Source: an optimization exercise on an open RTL-to-GDS flow (aim: small area and a short achievable clock period). Production flows keep margins and buffers that such runs may drop. At most, simulation tests tie the RTL to the original design; equivalence was not proved. Power and IR drop assume default switching activity.

## distortion
module distortion
#(
    parameter int WIDTH = 24
)
(
    input logic clk,
    input logic reset,
    input logic enable,
    input logic [WIDTH-1:0] in,
    input logic [WIDTH-1:0] gain,
    input logic [WIDTH-1:0] threshold,
    output logic [WIDTH-1:0] out
);
Settings: LEC_CHECK=0, CAP_MARGIN=20, CORE_MARGIN=2, CORE_UTILIZATION=40, SETUP_SLACK_MARGIN=4.3, SLEW_MARGIN=20; clock period 7.5 ns.
run.sh (not shown) runs the stock make flow with config.mk's settings and CLKGATE_MAP_FILE= SYNTH_SCRIPT=/design/flow/synth_recipe.tcl, a recipe that flattens the netlist after the stock synthesis.
Then changed:
- CORE_UTILIZATION: 40 -> 60
- PLACE_DENSITY: not set -> 0.75
- SETUP_SLACK_MARGIN: 4.3 -> 4.7
- worst setup slack got worse by 0.10 ns
- combinational power came out higher by about 10%
- routed wire length is higher by 18%
- global-route usage increases by 12 points
- register-to-register slack gets worse by 0.10 ns
Function was not checked in any run of this note: the RTL went through the layout flow alone.

## zinc
Another version of the RTL of distortion (not shown whole).
For scale: ~99 I/O pins, roughly 22000 µm² of cells after synthesis.
// distortion
module distortion
#(
    parameter int WIDTH = 24
)
(
    input logic clk,
    input logic reset,
    input logic enable,
    input logic [WIDTH-1:0] in,
    input logic [WIDTH-1:0] gain,
    input logic [WIDTH-1:0] threshold,
    output logic [WIDTH-1:0] out
);
logic [23:0] d;
logic [11:0] b_one, b_two, b_neg;
logic        b_g23;
logic [11:0] e_one, e_two, e_neg;
wire  [24:0] gx = {gain, 1'b0};
always_comb begin
    for (int i = 0; i < 12; i++) begin
        e_one[i] = gx[2*i+1] ^ gx[2*i];
        e_two[i] = (gx[2*i+2] & ~gx[2*i+1] & ~gx[2*i]) | (~gx[2*i+2] & gx[2*i+1] & gx[2*i]);
        e_neg[i] = gx[2*i+2] & ~(gx[2*i+1] & gx[2*i]);
    end
end
logic v1, v2, v3;
always_ff @(posedge clk or posedge reset) begin
    if (reset) begin
        v1 <= 1'b0; v2 <= 1'b0; v3 <= 1'b0;
    end else if (enable) begin
        v1 <= 1'b1; v2 <= v1; v3 <= v2;
    end
end
always_ff @(posedge clk) begin
    if (enable) begin
        d <= in; b_one <= e_one; b_two <= e_two; b_neg <= e_neg; b_g23 <= gain[23];
    end
end
wire pp_0_0 = ((b_one[0] & d[0]) | (b_two[0] & 1'b0)) ^ b_neg[0];
wire pp_0_1 = ((b_one[0] & d[1]) | (b_two[0] & d[0])) ^ b_neg[0];
wire pp_0_2 = ((b_one[0] & d[2]) | (b_two[0] & d[1])) ^ b_neg[0];
wire pp_0_3 = ((b_one[0] & d[3]) | (b_two[0] & d[2])) ^ b_neg[0];
wire pp_0_4 = ((b_one[0] & d[4]) | (b_two[0] & d[3])) ^ b_neg[0];
wire pp_0_5 = ((b_one[0] & d[5]) | (b_two[0] & d[4])) ^ b_neg[0];
  ...
==> flow/config.mk <==
export PLATFORM = sky130hd
export DESIGN_NAME = distortion
export DESIGN_NICKNAME = distortion
export VERILOG_FILES = /design/flow/design.v
export SDC_FILE = /design/flow/constraint.sdc
export NUM_CORES = 4
export LEC_CHECK = 0
export CAP_MARGIN = 20
export CORE_MARGIN = 2
export CORE_UTILIZATION = 60
export CTS_BUF_LIST = sky130_fd_sc_hd__clkbuf_4 sky130_fd_sc_hd__clkbuf_8
export CTS_CLUSTER_SIZE = 20
export SETUP_SLACK_MARGIN = 4.0
export SLEW_MARGIN = 20
export TNS_END_PERCENT = 0
==> flow/constraint.sdc <==
create_clock -name core_clock -period 7.5 [get_ports {clk}]
set_input_delay 1.5000 -clock core_clock [delete_from_list [all_inputs] [get_ports {clk}]]
set_output_delay 1.5000 -clock core_clock [all_outputs]
set_load 0.01 [all_outputs]
standard.sh (not shown) runs the stock make flow with config.mk's settings and CLKGATE_MAP_FILE= SYNTH_SCRIPT=/design/flow/synth_recipe.tcl, a recipe that flattens the netlist after the stock synthesis.
==> flow/flow/run.sh <==
#!/bin/bash
# The standard layout (standard.sh) with two changes:
#  1. after the standard synthesis, flow/fixinv.py chooses the polarity of each
#     full-adder cell so that fewer inverters sit between adders (a full adder
#     is self-dual); registers and logic function are unchanged;
#  2. buffer_ports puts plain buf_1 cells on the ports instead of the default
#     clkdlybuf4s50_1 delay buffers (every port still gets its buffer).
# Each tool's output goes to a log file here; ORFS keeps each step's log under
# orfs/logs/.
set -euo pipefail
export BUFFER_PORTS_ARGS="-buffer_cell sky130_fd_sc_hd__buf_1"
R=orfs/results/${FLOW_PLATFORM:-sky130hd}/distortion/base
bash standard.sh synth > standard_synth.log 2>&1
cp $R/1_2_yosys.v $R/1_2_yosys.std.v
python3 flow/fixinv.py $R/1_2_yosys.std.v $R/1_2_yosys.v > fixinv.log 2>&1
rm -f $R/1_synth.odb $R/1_synth.sdc
bash standard.sh > standard.log 2>&1
Other scripts of this flow, unchanged in this note and not shown: flow/flow/fixinv.py
zinc completed end to end with timing, DRC and antenna clean.
The following lists how sierra was set up differently from zinc:
Settings: SETUP_SLACK_MARGIN: 4.0 -> 4.2; CAP_MARGIN: 20 -> 5; SLEW_MARGIN: 20 -> 5.
Results
[compare] base=zinc new=sierra: final critical-path share of the clock period lower, worst slew margin relative to its limit now sits lower, routed length on met2 picked up an extra 260 µm. sierra: design internal power higher than zinc. Wire length after detailed routing (higher): sierra. Fraction of standard cell area in multi-input logic: sierra < zinc. The maximum root-to-sink buffer count of sierra and that of zinc are within noise of each other. The estimated power of sierra ends up higher than the estimate for zinc. Lower all-layer global routing usage among zinc and sierra: zinc. [sierra vs zinc] delay contributed by the slowest stage of the critical path: lower in sierra. Lower power consumed by combinational cells goes to zinc over sierra.
The following lists how quartz was set up differently from sierra:
Settings: CAP_MARGIN now 20, was 5; SLEW_MARGIN now 20, was 5; SETUP_SLACK_MARGIN now 4.4, was 4.2.
--- outcome ---
Cmp sierra and quartz / count of clock-buffer cells in the layout / higher: sierra
sierra has lower non-clock buffer total of the final layout than quartz.
Post-route cell area of sierra is on par with quartz.
In quartz the global-route wire length before repair turned out 0.70% higher than in sierra.
In terms of number of clock buffers inserted by TritonCTS, quartz and sierra differ only marginally.
Total chip power on quartz is behind sierra.
Length in cells of the worst reg-to-reg path, sierra and quartz, lower one = sierra.
Compared to sierra, quartz has total global routing track utilization 0.27 points higher.

[separate check: timing with driven ports]
No port has a modelled driver above. Below, the same layouts with a new extraction and two added sets of constraints.
Step 1, drivers: a clkbuf_16 drives clk and a buf_2 each remaining input, both assumed.
Step 2, shift: input delay + t, output delay - t, t = (earliest + latest rising clock arrival at the registers) / 2. This alone moves slack from input paths to output paths.
a / b / c = no drivers / after step 1 / after step 2; a / b = the first two.
run | t, ns | setup slack, ns | latest minus earliest clock arrival (ns) | pins driven straight from the clock port
the first run of note 1 | 0.659 | 4.111 / 4.111 / 3.801 | 0.012 / 0.012 | 1
the second run of note 1 | 0.649 | 4.011 / 4.011 / 3.891 | 0.020 / 0.020 | 1
zinc | 0.646 | 3.931 / 3.931 / 3.931 | 0.030 / 0.030 | 1
sierra | 0.639 | 4.183 / 4.183 / 4.183 | 0.038 / 0.038 | 1
quartz | 0.667 | 4.184 / 4.184 / 3.749 | 0.041 / 0.041 | 1
After both steps every run listed still meets setup and hold. For quartz, which loses most, drivers alone change the setup slack by 0.000 ns; drivers and shift together by -0.435 ns.
